Background: an optimization exercise with open tools, aiming at small area, a short achievable clock period and few clock cycles. Do not read the settings as production practice.
No run shown here included a check of the RTL's function; only the layout flow was run.
Power figures rest on the tool's default switching activity, not on a simulated workload.

==> design/flow/design.v <==
module B2BCD_IP (
    input  [5:0] bin,
    output reg [7:0] bcd
);
always @(*) begin
    case (bin)
        6'd0: bcd = 8'h00;
        6'd1: bcd = 8'h01;
        6'd2: bcd = 8'h02;
        6'd3: bcd = 8'h03;
        6'd4: bcd = 8'h04;
        6'd5: bcd = 8'h05;
        6'd6: bcd = 8'h06;
        6'd7: bcd = 8'h07;
        6'd8: bcd = 8'h08;
        6'd9: bcd = 8'h09;
        6'd10: bcd = 8'h10;
        6'd11: bcd = 8'h11;
        6'd12: bcd = 8'h12;
        6'd13: bcd = 8'h13;
        6'd14: bcd = 8'h14;
        6'd15: bcd = 8'h15;
        6'd16: bcd = 8'h16;
        6'd17: bcd = 8'h17;
        6'd18: bcd = 8'h18;
        6'd19: bcd = 8'h19;
        6'd20: bcd = 8'h20;
        6'd21: bcd = 8'h21;
        6'd22: bcd = 8'h22;
        6'd23: bcd = 8'h23;
        6'd24: bcd = 8'h24;
        6'd25: bcd = 8'h25;
        6'd26: bcd = 8'h26;
        6'd27: bcd = 8'h27;
        6'd28: bcd = 8'h28;
        6'd29: bcd = 8'h29;
        6'd30: bcd = 8'h30;
        6'd31: bcd = 8'h31;
        6'd32: bcd = 8'h32;
        6'd33: bcd = 8'h33;
        6'd34: bcd = 8'h34;
        6'd35: bcd = 8'h35;
        6'd36: bcd = 8'h36;
        6'd37: bcd = 8'h37;
        6'd38: bcd = 8'h38;
        6'd39: bcd = 8'h39;
        6'd40: bcd = 8'h40;
        6'd41: bcd = 8'h41;
        6'd42: bcd = 8'h42;
        6'd43: bcd = 8'h43;
        6'd44: bcd = 8'h44;
        6'd45: bcd = 8'h45;
        6'd46: bcd = 8'h46;
        6'd47: bcd = 8'h47;
        6'd48: bcd = 8'h48;
        6'd49: bcd = 8'h49;
        6'd50: bcd = 8'h50;
        6'd51: bcd = 8'h51;
        6'd52: bcd = 8'h52;
        6'd53: bcd = 8'h53;
        6'd54: bcd = 8'h54;
        6'd55: bcd = 8'h55;
        6'd56: bcd = 8'h56;
        6'd57: bcd = 8'h57;
        6'd58: bcd = 8'h58;
        6'd59: bcd = 8'h59;
        6'd60: bcd = 8'h60;
        6'd61: bcd = 8'h61;
        6'd62: bcd = 8'h62;
        6'd63: bcd = 8'h63;
    endcase
end
endmodule
module YEAR_LUT (
    input  [6:0] y,
    output reg [7:0] bcd
);
always @(*) begin
    case (y)
        7'd0: bcd = 8'h70;
        7'd1: bcd = 8'h71;
        7'd2: bcd = 8'h72;
        7'd3: bcd = 8'h73;
        7'd4: bcd = 8'h74;
        7'd5: bcd = 8'h75;
        7'd6: bcd = 8'h76;
        7'd7: bcd = 8'h77;
        7'd8: bcd = 8'h78;
        7'd9: bcd = 8'h79;
        7'd10: bcd = 8'h80;
        7'd11: bcd = 8'h81;
        7'd12: bcd = 8'h82;
        7'd13: bcd = 8'h83;
        7'd14: bcd = 8'h84;
        7'd15: bcd = 8'h85;
        7'd16: bcd = 8'h86;
        7'd17: bcd = 8'h87;
        7'd18: bcd = 8'h88;
        7'd19: bcd = 8'h89;
        7'd20: bcd = 8'h90;
        7'd21: bcd = 8'h91;
        7'd22: bcd = 8'h92;
        7'd23: bcd = 8'h93;
        7'd24: bcd = 8'h94;
        7'd25: bcd = 8'h95;
        7'd26: bcd = 8'h96;
        7'd27: bcd = 8'h97;
        7'd28: bcd = 8'h98;
        7'd29: bcd = 8'h99;
        7'd30: bcd = 8'h00;
        7'd31: bcd = 8'h01;
        7'd32: bcd = 8'h02;
        7'd33: bcd = 8'h03;
        7'd34: bcd = 8'h04;
        7'd35: bcd = 8'h05;
        7'd36: bcd = 8'h06;
        7'd37: bcd = 8'h07;
        7'd38: bcd = 8'h08;
        7'd39: bcd = 8'h09;
        7'd40: bcd = 8'h10;
        7'd41: bcd = 8'h11;
        7'd42: bcd = 8'h12;
        7'd43: bcd = 8'h13;
        7'd44: bcd = 8'h14;
        7'd45: bcd = 8'h15;
        7'd46: bcd = 8'h16;
        7'd47: bcd = 8'h17;
        7'd48: bcd = 8'h18;
        7'd49: bcd = 8'h19;
        7'd50: bcd = 8'h20;
        7'd51: bcd = 8'h21;
        7'd52: bcd = 8'h22;
        7'd53: bcd = 8'h23;
        7'd54: bcd = 8'h24;
        7'd55: bcd = 8'h25;
        7'd56: bcd = 8'h26;
        7'd57: bcd = 8'h27;
        7'd58: bcd = 8'h28;
        7'd59: bcd = 8'h29;
        7'd60: bcd = 8'h30;
        7'd61: bcd = 8'h31;
        7'd62: bcd = 8'h32;
        7'd63: bcd = 8'h33;
        7'd64: bcd = 8'h34;
        7'd65: bcd = 8'h35;
        7'd66: bcd = 8'h36;
        7'd67: bcd = 8'h37;
        7'd68: bcd = 8'h38;
        7'd69: bcd = 8'h39;
        7'd70: bcd = 8'h40;
        7'd71: bcd = 8'h41;
        7'd72: bcd = 8'h42;
        7'd73: bcd = 8'h43;
        7'd74: bcd = 8'h44;
        7'd75: bcd = 8'h45;
        7'd76: bcd = 8'h46;
        7'd77: bcd = 8'h47;
        7'd78: bcd = 8'h48;
        7'd79: bcd = 8'h49;
        7'd80: bcd = 8'h50;
        7'd81: bcd = 8'h51;
        7'd82: bcd = 8'h52;
        7'd83: bcd = 8'h53;
        7'd84: bcd = 8'h54;
        7'd85: bcd = 8'h55;
        7'd86: bcd = 8'h56;
        7'd87: bcd = 8'h57;
        7'd88: bcd = 8'h58;
        7'd89: bcd = 8'h59;
        7'd90: bcd = 8'h60;
        7'd91: bcd = 8'h61;
        7'd92: bcd = 8'h62;
        7'd93: bcd = 8'h63;
        7'd94: bcd = 8'h64;
        7'd95: bcd = 8'h65;
        7'd96: bcd = 8'h66;
        7'd97: bcd = 8'h67;
        7'd98: bcd = 8'h68;
        7'd99: bcd = 8'h69;
        7'd100: bcd = 8'h70;
        7'd101: bcd = 8'h71;
        7'd102: bcd = 8'h72;
        7'd103: bcd = 8'h73;
        7'd104: bcd = 8'h74;
        7'd105: bcd = 8'h75;
        7'd106: bcd = 8'h76;
        7'd107: bcd = 8'h77;
        7'd108: bcd = 8'h78;
        7'd109: bcd = 8'h79;
        7'd110: bcd = 8'h80;
        7'd111: bcd = 8'h81;
        7'd112: bcd = 8'h82;
        7'd113: bcd = 8'h83;
        7'd114: bcd = 8'h84;
        7'd115: bcd = 8'h85;
        7'd116: bcd = 8'h86;
        7'd117: bcd = 8'h87;
        7'd118: bcd = 8'h88;
        7'd119: bcd = 8'h89;
        7'd120: bcd = 8'h90;
        7'd121: bcd = 8'h91;
        7'd122: bcd = 8'h92;
        7'd123: bcd = 8'h93;
        7'd124: bcd = 8'h94;
        7'd125: bcd = 8'h95;
        7'd126: bcd = 8'h96;
        7'd127: bcd = 8'h97;
    endcase
end
endmodule
module UT_TOP (
    clk, rst_n, in_valid, in_time,
    out_valid, out_display, out_day
);
input clk, rst_n, in_valid;
input [30:0] in_time;
output reg out_valid;
output reg [3:0] out_display;
output reg [2:0] out_day;
reg [4:0] cnt;
function ge_c;
    input [12:0] x;
    input [12:0] c;
    integer i;
    reg g;
    begin
        g = 1'b1;
        for (i = 0; i < 13; i = i + 1)
            g = c[i] ? (x[i] & g) : (x[i] | g);
        ge_c = g;
    end
endfunction
function [12:0] sub_c;
    input [12:0] x;
    input [12:0] c;
    integer i;
    reg b;
    begin
        b = 1'b0;
        for (i = 0; i < 13; i = i + 1) begin
            sub_c[i] = x[i] ^ c[i] ^ b;
            b = c[i] ? (~x[i] | b) : (~x[i] & b);
        end
    end
endfunction
reg [9:0]  R1;     
reg [15:0] S;      
reg [6:0]  LO;     
reg [1:0]  QD;     
reg [2:0]  W;      
reg        gt, lt; 
reg [10:0] R2;
reg [6:0]  Y;
reg [1:0]  HH;
reg [3:0]  MO;
reg [4:0]  DY;
wire [11:0] x1 = {R1, S[15:14]};
wire        c1a = ge_c({1'b0, x1}, 13'd675), c1b = ge_c({1'b0, x1}, 13'd1350), c1c = ge_c({1'b0, x1}, 13'd2025);
wire [1:0]  q1 = c1c ? 2'd3 : c1b ? 2'd2 : c1a ? 2'd1 : 2'd0;
wire [12:0] s1a = sub_c({1'b0, x1}, 13'd675), s1b = sub_c({1'b0, x1}, 13'd1350), s1c = sub_c({1'b0, x1}, 13'd2025);
wire [11:0] r1n = c1c ? s1c[11:0] : c1b ? s1b[11:0] : c1a ? s1a[11:0] : x1;
wire [12:0] x2 = {R2, QD};
wire        c2a = ge_c(x2, 13'd1461), c2b = ge_c(x2, 13'd2922), c2c = ge_c(x2, 13'd4383);
wire [1:0]  q2 = c2c ? 2'd3 : c2b ? 2'd2 : c2a ? 2'd1 : 2'd0;
wire [12:0] s2a = sub_c(x2, 13'd1461), s2b = sub_c(x2, 13'd2922), s2c = sub_c(x2, 13'd4383);
wire [12:0] r2n = c2c ? s2c : c2b ? s2b : c2a ? s2a : x2;
reg [2:0] wn;
always @(*) begin
    case ({W, q1})
        5'd0: wn = 3'd0;
        5'd1: wn = 3'd1;
        5'd2: wn = 3'd2;
        5'd3: wn = 3'd3;
        5'd4: wn = 3'd4;
        5'd5: wn = 3'd5;
        5'd6: wn = 3'd6;
        5'd7: wn = 3'd0;
        5'd8: wn = 3'd1;
        5'd9: wn = 3'd2;
        5'd10: wn = 3'd3;
        5'd11: wn = 3'd4;
        5'd12: wn = 3'd5;
        5'd13: wn = 3'd6;
        5'd14: wn = 3'd0;
        5'd15: wn = 3'd1;
        5'd16: wn = 3'd2;
        5'd17: wn = 3'd3;
        5'd18: wn = 3'd4;
        5'd19: wn = 3'd5;
        5'd20: wn = 3'd6;
        5'd21: wn = 3'd0;
        5'd22: wn = 3'd1;
        5'd23: wn = 3'd2;
        5'd24: wn = 3'd3;
        5'd25: wn = 3'd4;
        5'd26: wn = 3'd5;
        5'd27: wn = 3'd6;
        5'd28: wn = 3'd0;
        5'd29: wn = 3'd1;
        5'd30: wn = 3'd2;
        5'd31: wn = 3'd3;
    endcase
end
reg [1:0] gdig;
always @(*) begin
    case (cnt[3:0])
        4'd2, 4'd3, 4'd4: gdig = 2'd2;
        4'd5: gdig = 2'd3;
        4'd7: gdig = 2'd3;
        4'd8: gdig = 2'd1;
        default: gdig = 2'd0;
    endcase
end
wire GEnow = gt | (~lt & c1a);
wire GE = gt | ~lt;
wire        ch1 = ge_c({3'b0, R1}, 13'd225), ch2 = ge_c({3'b0, R1}, 13'd450);
wire [1:0]  hh = ch2 ? 2'd2 : ch1 ? 2'd1 : 2'd0;
wire [12:0] sh1 = sub_c({3'b0, R1}, 13'd225), sh2 = sub_c({3'b0, R1}, 13'd450);
wire [9:0]  r1h = ch2 ? sh2[9:0] : ch1 ? sh1[9:0] : R1;
wire [8:0]  xh = {R1[7:0], LO[6]};
wire        bh = ge_c({4'b0, xh}, 13'd225);
wire [12:0] shh = sub_c({4'b0, xh}, 13'd225);
wire [8:0]  rh = bh ? shh[8:0] : xh;
wire        cm1 = ge_c({5'b0, R1[7:0]}, 13'd60), cm2 = ge_c({5'b0, R1[7:0]}, 13'd120), cm3 = ge_c({5'b0, R1[7:0]}, 13'd180);
wire [1:0]  mq = cm3 ? 2'd3 : cm2 ? 2'd2 : cm1 ? 2'd1 : 2'd0;
wire [12:0] sm1 = sub_c({5'b0, R1[7:0]}, 13'd60), sm2 = sub_c({5'b0, R1[7:0]}, 13'd120), sm3 = sub_c({5'b0, R1[7:0]}, 13'd180);
wire [7:0]  rmq = cm3 ? sm3[7:0] : cm2 ? sm2[7:0] : cm1 ? sm1[7:0] : R1[7:0];
wire [6:0]  xm = {R1[5:0], LO[6]};
wire        bm = ge_c({6'b0, xm}, 13'd60);
wire [12:0] smm = sub_c({6'b0, xm}, 13'd60);
wire [6:0]  rm = bm ? smm[6:0] : xm;
wire [8:0] doy  = R2[10:2];
wire       leap = (Y[1:0] == 2'b10);
wire T1 = ge_c({4'b0, doy}, 13'd31);
wire T2 = leap ? ge_c({4'b0, doy}, 13'd60) : ge_c({4'b0, doy}, 13'd59);
wire T3 = leap ? ge_c({4'b0, doy}, 13'd91) : ge_c({4'b0, doy}, 13'd90);
wire T4 = leap ? ge_c({4'b0, doy}, 13'd121) : ge_c({4'b0, doy}, 13'd120);
wire T5 = leap ? ge_c({4'b0, doy}, 13'd152) : ge_c({4'b0, doy}, 13'd151);
wire T6 = leap ? ge_c({4'b0, doy}, 13'd182) : ge_c({4'b0, doy}, 13'd181);
wire T7 = leap ? ge_c({4'b0, doy}, 13'd213) : ge_c({4'b0, doy}, 13'd212);
wire T8 = leap ? ge_c({4'b0, doy}, 13'd244) : ge_c({4'b0, doy}, 13'd243);
wire T9 = leap ? ge_c({4'b0, doy}, 13'd274) : ge_c({4'b0, doy}, 13'd273);
wire T10 = leap ? ge_c({4'b0, doy}, 13'd305) : ge_c({4'b0, doy}, 13'd304);
wire T11 = leap ? ge_c({4'b0, doy}, 13'd335) : ge_c({4'b0, doy}, 13'd334);
wire [3:0] mcalc;
assign mcalc[3] = T8;
assign mcalc[2] = T4 & ~T8;
assign mcalc[1] = (T2 & ~T4) | (T6 & ~T8) | T10;
assign mcalc[0] = (T1 & ~T2) | (T3 & ~T4) | (T5 & ~T6) | (T7 & ~T8) | (T9 & ~T10) | T11;
reg [4:0] mst;
always @(*) begin
    case ({leap, MO})
        5'd0: mst = 5'd31;
        5'd1: mst = 5'd30;
        5'd2: mst = 5'd26;
        5'd3: mst = 5'd25;
        5'd4: mst = 5'd23;
        5'd5: mst = 5'd22;
        5'd6: mst = 5'd20;
        5'd7: mst = 5'd19;
        5'd8: mst = 5'd18;
        5'd9: mst = 5'd16;
        5'd10: mst = 5'd15;
        5'd11: mst = 5'd13;
        5'd16: mst = 5'd31;
        5'd17: mst = 5'd30;
        5'd18: mst = 5'd27;
        5'd19: mst = 5'd26;
        5'd20: mst = 5'd24;
        5'd21: mst = 5'd23;
        5'd22: mst = 5'd21;
        5'd23: mst = 5'd20;
        5'd24: mst = 5'd19;
        5'd25: mst = 5'd17;
        5'd26: mst = 5'd16;
        5'd27: mst = 5'd14;
        default: mst = 5'd0;
    endcase
end
wire [12:0] dsub = sub_c({8'b0, doy[4:0]}, {8'b0, mst});
wire [4:0] dcalc = dsub[4:0];
wire [6:0] yin = (cnt == 5'd10) ? {Y[4:0], q2} : Y;
wire [7:0] ybcd;
YEAR_LUT u_year (.y(yin), .bcd(ybcd));
reg [5:0] cv;
always @(*) begin
    case (cnt)
        5'd14, 5'd15: cv = {1'b0, DY};
        5'd16, 5'd17: cv = {1'b0, HH, LO[2:0]};
        5'd18, 5'd19: cv = {LO[6:3], R1[7:6]};
        default:      cv = R1[5:0];
    endcase
end
wire [7:0] cbcd;
B2BCD_IP u_bcd (.bin(cv), .bcd(cbcd));
reg [3:0] mun;
always @(*) begin
    case (MO)
        4'd0: mun = 4'd1;
        4'd1: mun = 4'd2;
        4'd2: mun = 4'd3;
        4'd3: mun = 4'd4;
        4'd4: mun = 4'd5;
        4'd5: mun = 4'd6;
        4'd6: mun = 4'd7;
        4'd7: mun = 4'd8;
        4'd8: mun = 4'd9;
        4'd9: mun = 4'd0;
        4'd10: mun = 4'd1;
        4'd11: mun = 4'd2;
        default: mun = 4'd0;
    endcase
end
reg [3:0] dig;
always @(*) begin
    case (cnt)
        5'd8:  dig = GEnow ? 4'd2 : 4'd1;
        5'd9:  dig = GE ? 4'd0 : 4'd9;
        5'd10: dig = ybcd[7:4];
        5'd11: dig = ybcd[3:0];
        5'd12: dig = (MO >= 4'd9) ? 4'd1 : 4'd0;
        5'd13: dig = mun;
        5'd14, 5'd16, 5'd18, 5'd20: dig = cbcd[7:4];
        default: dig = cbcd[3:0];
    endcase
end
wire dslot = (cnt >= 5'd8) && (cnt <= 5'd21);
always @(posedge clk or negedge rst_n) begin
    if (!rst_n) begin
        cnt <= 5'd0;
        out_valid <= 1'b0;
        out_display <= 4'd0;
        out_day <= 3'd0;
    end else begin
        if (in_valid) cnt <= 5'd1;
        else if (cnt == 5'd22) cnt <= 5'd0;
        else if (cnt != 5'd0) cnt <= cnt + 5'd1;
        out_valid <= dslot;
        out_display <= dslot ? dig : 4'd0;
        if (cnt == 5'd8) out_day <= wn;
        else if (!dslot) out_day <= 3'd0;
    end
end
always @(posedge clk) begin
    if (in_valid) begin
        R1 <= {2'b00, in_time[30:23]};
        S  <= in_time[22:7];
        LO <= in_time[6:0];
        QD <= 2'd0;
        W  <= 3'd2;
        gt <= 1'b0;
        lt <= 1'b0;
        R2 <= 11'd0;
    end else begin
        if (cnt >= 5'd1 && cnt <= 5'd8) begin
            R1 <= r1n[9:0];
            S  <= {S[13:0], 2'b00};
            QD <= q1;
            W  <= wn;
            if (!gt && !lt) begin
                gt <= (q1 > gdig);
                lt <= (q1 < gdig);
            end
        end
        if (cnt == 5'd9) QD <= 2'd2;
        if (cnt >= 5'd1 && cnt <= 5'd10) begin
            R2 <= r2n[10:0];
            Y  <= {Y[4:0], q2};
        end
        if (cnt == 5'd9) begin
            R1 <= r1h;
            HH <= hh;
        end
        if (cnt >= 5'd10 && cnt <= 5'd12) begin
            R1[7:0] <= rh[7:0];
            LO <= {LO[5:0], bh};
        end
        if (cnt == 5'd13) begin
            R1[7:0] <= {mq, rmq[5:0]};
        end
        if (cnt >= 5'd14 && cnt <= 5'd17) begin
            R1[5:0] <= rm[5:0];
            R1[7:6] <= {R1[6], bm};
            LO[6:3] <= {LO[5:3], R1[7]};
        end
        if (cnt == 5'd11) MO <= mcalc;
        if (cnt == 5'd12) DY <= dcalc;
    end
end
endmodule
==> design/flow/run.sh <==
#!/bin/bash
# synth_recipe.tcl (not shown) runs the flow's synth.tcl, then flattens the netlist and writes it again
# the make line also repeats each setting of config.mk as NAME=value (left out here)
make -C /OpenROAD-flow-scripts/flow DESIGN_CONFIG=/design/flow/config.mk WORK_HOME=/design/flow/orfs CLKGATE_MAP_FILE= SYNTH_SCRIPT=/design/flow/synth_recipe.tcl finish
==> design/flow/config.mk <==
export PLATFORM = sky130hd
export DESIGN_NAME = UT_TOP
export DESIGN_NICKNAME = UT_TOP
export VERILOG_FILES = /design/flow/design.v
export SDC_FILE = /design/flow/constraint.sdc
export NUM_CORES = 4
export LEC_CHECK = 0
export ABC_AREA = 1
export CAP_MARGIN = 20
export CORE_MARGIN = 2
export CORE_UTILIZATION = 60
export SLEW_MARGIN = 20
==> design/flow/constraint.sdc <==
create_clock -name core_clock -period 9.0 [get_ports {clk}]
set_input_delay 1.8000 -clock core_clock [delete_from_list [all_inputs] [get_ports {clk}]]
set_output_delay 1.8000 -clock core_clock [all_outputs]
set_load 0.01 [all_outputs]
==> results of run 1 <==
## final cells by class
class,count,area [µm²]
inverter,168,633
clock inverter,7,88.8
tap,180,225
clock buffer,9,225
fill,1329,4590
timing repair buffer,43,420
multi-input combinational,973,5530
sequential,86,2280
## how the worst min path moves through the flow
stage,from,to,cells after the start
3_3_place_gp,Y[0],Y[2],0
3_5_place_dp,Y[0],Y[2],0
6_report,Y[0],Y[2],0
2_1_floorplan,Y[0],Y[2],0
5_1_grt,Y[0],Y[2],0
4_1_cts,Y[0],Y[2],0
## metrics by stage
step	util	instance area, µm²	cells
floorplan	-	8630	1265
global placement	0.649	9080	1450
detailed placement	0.649	9080	1450
CTS	0.672	9400	1466
global route	0.672	9400	1466
finish	0.672	9400	1466
## synthesized netlist by cell type, drive strengths merged, types with 10 or more instances
| master | number | share of area |
|---|---|---|
| edfxtp | 49 | 0.17 |
| xor2 | 10 | 0.010 |
| ha | 105 | 0.15 |
| dfrtp | 13 | 0.038 |
| buf | 15 | 0.012 |
| a21oi | 72 | 0.043 |
| a211oi | 15 | 0.013 |
| clkbuf | 23 | 0.010 |
| o211ai | 22 | 0.019 |
| nand2 | 374 | 0.17 |
| o21ai | 77 | 0.046 |
| dfxtp | 24 | 0.056 |
| nand3 | 104 | 0.066 |
| nor2 | 127 | 0.066 |
| inv | 168 | 0.073 |
## state kept, by name (all words and copies together), names as in the netlist
name and cells:
out_day 3, lt 1, LO 7, out_display 4, QD 2, out_valid 1, W 3, HH 2
gt 1, R1 10, R2 11, Y 7, DY 5, cnt 5, MO 4, S 16
mun 4
## worst max-delay path: cells and delay by family
family / cells / cell delay [ns]
buffers and inverters: 4 / 1.65
AND/OR/NAND/NOR: 3 / 0.78
AO/OA/AOI/OAI: 1 / 0.27
## layer usage
metal	GRT usage	vias up	wire length (µm)
met3	0.0412	26	1500
li1	-	4250	-
met5	0	-	0
met4	0.0920	0	324
met1	0.429	3852	10400
met2	0.474	280	10100
## logic make-up after synthesis
family,share of synthesized area
xor+xnor,0.0122
flops,0.264
mux,0.00116
buf+inv,0.0957
compound gates,0.161
simple gates,0.314
fa+ha+maj,0.152
## power breakdown
group | switching [µW] | internal [µW] | total, µW
Clock | 179 | 223 | 402
Sequential | 167 | 549 | 715
Combinational | 1150 | 623 | 1770
Total | 1500 | 1390 | 2890
==> impl_metrics.env, run 1 <==
export IMPL_worst_slack_ns=4.50
export IMPL_crit_path_start_kind="input pin"
export IMPL_synth_flop_cell="edfxtp_1"
export IMPL_cp_data_required_time_ns=9.05
export IMPL_cts_clk_slew_worst_paths_ns=0.07
export IMPL_fin_tns_setup_ns=0
export IMPL_min_period_ns=4.50
export IMPL_whs_ns=0.471
export IMPL_slowest_stage="clkinv_1"
export IMPL_io_buffers=41
export IMPL_power_density_mw_per_mm2=308
export IMPL_cts_resized=0
export IMPL_wire_per_inst_um=15.2
export IMPL_grt_use_total=0.300
export IMPL_cts_buffers_inserted=9
export IMPL_drv_slew=0
export IMPL_cts_sinks=86
export IMPL_critPathMaxStageDelay_ns=1.00
export IMPL_ys_async_sr_fraction=0.151
export IMPL_hold_class="flip-flop to flip-flop"
export IMPL_synth_seq_cells=86
export IMPL_fin_crit_sh=0.500
export IMPL_synth_cell_types=51
export IMPL_worstSetupEndpoint="R1[2]"
export IMPL_clock_skew_ns=0.00939
export IMPL_netlist_area_mm2=0.00863
export IMPL_wl_mm=22.3
export IMPL_layout_nets=1420
export IMPL_place_ws_ns=4.59
export IMPL_htree_levels=3
export IMPL_io_pins=42
export IMPL_vias_per_cell=5.74
export IMPL_first_global_vias=7420
export IMPL_die_w_um=124
export IMPL_gp_congestion=0.974
export IMPL_postCtsSetupRepairBufs=0
export IMPL_end_kind="flip-flop"
export IMPL_cts_hold_buf=0
export IMPL_num_antenna_cells=0
export IMPL_cts_root_buf="clkbuf_16"
export IMPL_critPathMaxFanout=56
export IMPL_hpwlAfterDp_mm=16.8
export IMPL_drv_cap=0
export IMPL_ant_nets=0
export IMPL_cp_startpoint="in_valid"
export IMPL_avgSynthCellArea_um2=6.82
export IMPL_clk_path_buf_depth=2
export IMPL_final_hold_viol_count=0
export IMPL_max_freq_ghz=0.222
export IMPL_worstPathCellList="buf_2 > buf_4 > clkinv_1 > nand2_1 > nor2_1 > nand3_1 > inv_1 > a311oi_1"
export IMPL_p_leak_uw=0.00461
export IMPL_rsz0062_at_grt="no"
export IMPL_total_power_uw=2890
export IMPL_status="no timing/DRC/antenna violations"
export IMPL_r2r_cells=25
export IMPL_final_cell_mix="nand2_1, inv_1, nor2_1"
export IMPL_layout_commonest_cell="nand2_1"
export IMPL_grt_max_degree=57
export IMPL_die_h_um=124
export IMPL_areaGrowthSynthToFinish_pct=8.89
export IMPL_vias=8408
export IMPL_r2r_start="R1[1]"
export IMPL_dr_pass1_iters=5
export IMPL_setup_viol=0
export IMPL_irDropWorstVdd_mv=0.226
export IMPL_cts_tree="built"
export IMPL_syn_num_nets=1404
export IMPL_core_rowCount=43
export IMPL_start_util=0.617
export IMPL_die_area_mm2=0.0154
export IMPL_grt_remaining_overflow=0
export IMPL_yosysSeqAreaShare=0.264
export IMPL_antenna_found_initial=0
export IMPL_drive_gt1_frac=0.0622
export IMPL_synth_edf_count=49
export IMPL_crit_arrival_ns=4.55
export IMPL_worst_slew_pin_slew_ns=1.01
export IMPL_slew_headroom=0.321
export IMPL_core_area_mm2=0.0140
export IMPL_insertion_delay_ns=0.36
export IMPL_drtIter0Drc=742
export IMPL_r2r_end="out_day[0]"
export IMPL_r2r_slack_ns=4.51
export IMPL_path_class="input pin to flip-flop"
export IMPL_netlist_instances=1265
export IMPL_grt_pass1_wl_mm=36.5
export IMPL_drc=0
export IMPL_synth_warnings=3
==> inputs of run 2 (changes only) <==
--- a/design/flow/config.mk
+++ b/design/flow/config.mk
@@ -9,4 +9,5 @@
 export CAP_MARGIN = 20
 export CORE_MARGIN = 2
 export CORE_UTILIZATION = 60
+export SETUP_SLACK_MARGIN = 5
 export SLEW_MARGIN = 20
==> run 2 against run 1 <==
  * Still clean
  * Area after synthesis stayed put
  * Combinational power is 14% higher
  * Cell count is 2.2% higher
  * Clock skew is 0.0025 ns higher
  * Critical endpoint is now R1[6]
  * Largest power group unchanged
  * Highest routed layer unchanged
==> impl_metrics.env, run 2 <==
export IMPL_clock_skew_ns=0.0119
export IMPL_yosysMostFrequentCell="nand2_1"
export IMPL_fin_crit_sh=0.424
export IMPL_cts_clk_slew_worst_paths_ns=0.07
export IMPL_drv_slew=0
export IMPL_grt_pass1_wl_mm=37.3
export IMPL_final_cell_mix="nand2_1, inv_1, nor2_1"
export IMPL_core_rowCount=43
export IMPL_drc=0
export IMPL_antenna_found_initial=0
export IMPL_vias=8651
export IMPL_io_pins=42
export IMPL_hpwlAfterDp_mm=16.8
export IMPL_critPathMaxFanout=9
export IMPL_synth_top_area_frac=0.171
export IMPL_largest_reg_flops=16
export IMPL_regMostFlops="S"
export IMPL_start_util=0.617
export IMPL_min_period_ns=3.81
export IMPL_rsz0062_at_grt="yes"
export IMPL_die_area_mm2=0.0154
export IMPL_synth_seq_cells=86
export IMPL_top_regs="S x16, R2 x11, R1 x10"
export IMPL_layout_nets=1452
export IMPL_fillers=1254
export IMPL_syn_num_nets=1404
export IMPL_ant_nets=0
export IMPL_cts_root_buf="clkbuf_16"
export IMPL_worst_slew_pin_slew_ns=0.829
export IMPL_power_density_mw_per_mm2=317
export IMPL_vias_per_cell=5.78
export IMPL_htree_levels=3
export IMPL_end_kind="flip-flop"
export IMPL_netlist_area_mm2=0.00863
export IMPL_synth_warnings=3
export IMPL_cts_tree="built"
export IMPL_areaGrowthSynthToFinish_pct=13.9
export IMPL_die_h_um=124
export IMPL_p_leak_uw=0.00476
export IMPL_wl_mm=23.4
export IMPL_slew_headroom=0.444
export IMPL_regArea_mm2=0.00228
export IMPL_avgSynthCellArea_um2=6.82
export IMPL_status="no timing/DRC/antenna violations"
export IMPL_whs_ns=0.472
export IMPL_grt_use_total=0.308
export IMPL_cp_data_required_time_ns=9.22
export IMPL_dr_pass1_iters=5
export IMPL_wire_per_inst_um=15.6
export IMPL_irDropWorstVdd_mv=0.221
export IMPL_core_area_mm2=0.0140
export IMPL_netlist_top_cells_count="nand2_1, inv_1, nor2_1, ha_1, nand3_1"
export IMPL_multi_input_area_mm2=0.00570
export IMPL_cts_buffers_inserted=9
export IMPL_total_power_uw=3110
export IMPL_num_antenna_cells=0
export IMPL_insertion_delay_ns=0.36
export IMPL_final_hold_viol_count=0
export IMPL_yosys_area_top_type="edfxtp_1"
export IMPL_layout_commonest_cell="nand2_1"
export IMPL_ys_async_sr_fraction=0.151
export IMPL_crit_arrival_ns=4.03
export IMPL_grt_max_degree=58
export IMPL_drv_cap=0
export IMPL_path_class="flip-flop to flip-flop"
export IMPL_die_w_um=124
export IMPL_synth_area_top_cells="edfxtp_1, nand2_1, ha_1"
export IMPL_grt_remaining_overflow=0
export IMPL_synth_cell_types=51
export IMPL_first_global_vias=7517
export IMPL_netlist_instances=1265
export IMPL_crit_path_start_kind="flip-flop"
export IMPL_cts_sinks=86
export IMPL_fin_tns_setup_ns=0
export IMPL_io_buffers=41
export IMPL_drtIter0Drc=921
export IMPL_hold_class="flip-flop to flip-flop"
export IMPL_yosysSeqAreaShare=0.264
export IMPL_setup_viol=0
export IMPL_synth_flop_cell="edfxtp_1"
export IMPL_gp_congestion=0.974
export IMPL_clk_path_buf_depth=2
export IMPL_max_freq_ghz=0.262
export IMPL_synth_edf_count=49
export IMPL_drive_gt1_frac=0.121
==> run 2: cell counts after synthesis <==
Identical to the previous run, type by type.
==> run 2: kinds of logic (layout without fill, tap and decap cells) <==
kind of cell,Yosys count,in the layout,share of synthesized area
flip-flops,86,86,0.264
AND/OR/NAND/NOR,626,626,0.314
buffers and inverters,206,259,0.0957
AO/OA/AOI/OAI,229,229,0.161
multiplexers,1,1,0.00116
XOR/XNOR,12,12,0.0122
adder cells (fa/ha/maj),105,105,0.152
==> run 2: worst max-delay path, cell delays in order (launching register included) <==
cell,delay [ns]
edfxtp_1,0.43
inv_2,0.09
ha_1,0.15
ha_1,0.13
inv_1,0.04
ha_1,0.16
inv_1,0.05
ha_1,0.14
inv_1,0.04
ha_1,0.18
ha_1,0.20
ha_1,0.18
ha_1,0.19
ha_1,0.21
a21oi_4,0.28
inv_4,0.11
nor2_4,0.17
buf_4,0.16
buf_4,0.11
o211ai_1,0.07
nand4_1,0.13
o211ai_1,0.14
nand2_1,0.09
o21ai_0,0.07
a21oi_1,0.14
==> run 2: metrics by stage <==
stage / setup slack [ns] / utilization / area (µm²) / cells
floorplan: 5.47 / - / 8630 / 1265
global placement: 4.63 / 0.649 / 9080 / 1450
detailed placement: 4.59 / 0.649 / 9080 / 1450
CTS: 4.96 / 0.678 / 9490 / 1475
global route: 4.97 / 0.703 / 9830 / 1498
finish: 5.19 / 0.703 / 9830 / 1498
==> run 2: metal layers <==
metal  part of all wire  track usage  wire, µm  up-vias
li1                   -            -         -     4330
met1               0.45        0.440     10600     3943
met2               0.46        0.480     10700      344
met3              0.076       0.0467      1780       34
met4              0.017       0.0983       397        0
met5                  0            0         0        -
==> run 2: final timing paths <==
kind	start	end	slack, ns	depth (start not counted)
worst max-delay path	S[15]	R1[6]	5.19	24
worst min-delay path	Y[0]	Y[2]	0.47	0
worst max register to register	S[15]	R1[6]	5.19	24
worst min register to register	Y[0]	Y[2]	0.47	0
max in group asynchronous	rst_n	cnt[0]	6.68	1
min in group asynchronous	rst_n	out_day[0]	1.87	1
==> run 2: final cells by class <==
type                            instances  area share
Timing Repair Buffer                   74      0.0668
Timing Repair inverter                  1    0.000509
Sequential cell                        86       0.232
Clock buffer                            9      0.0229
Tap cell                              180      0.0229
Clock inverter                          7     0.00903
Inverter                              168      0.0660
Multi-Input combinational cell        973       0.580
==> run 2: where the power goes <==
group / total (µW) / switching [µW] / leakage [µW] / internal (µW)
Sequential: 702 / 152 / 0.000873 / 549
Combinational: 2010 / 1260 / 0.00374 / 747
Clock: 404 / 182 / 0.000152 / 223
==> run 2: what timing repair did <==
action	CTS	global route
pin swaps	1	21
resized for setup	9	57
hold buffers	0	0
hold endpoints to repair	0	0
setup endpoints to repair	21	22
setup buffers	8	23
cloned	1	0

==> afterwards: timing with drivers on the ports <==
Ports are ideal in the flow. The routed layouts listed here were re-timed in OpenROAD.
Step 1, drivers: a clkbuf_16 drives clk and a buf_2 each remaining input, both assumed.
Step 2, shift: input delay + t, output delay - t, t = (earliest + latest rising clock arrival at the registers) / 2. This alone moves slack from input paths to output paths.
Slacks: ideal / step 1 / step 2; pairs: ideal / step 1.
| run | shift t [ns] | setup WS [ns] | worst setup path at the end | worst slew at a driven data input, ns |
|---|---|---|---|---|
| run 1 | 0.396 | 4.501 / 4.507 / 4.126 | input to register | 0.04 |
| run 2 | 0.400 | 5.187 / 5.187 / 5.015 | input to register | 0.04 |
After both steps setup and hold are still met in every run listed. The setup slack of run 1, which loses most, moves by +0.006 ns with the drivers and by -0.375 ns with both steps.
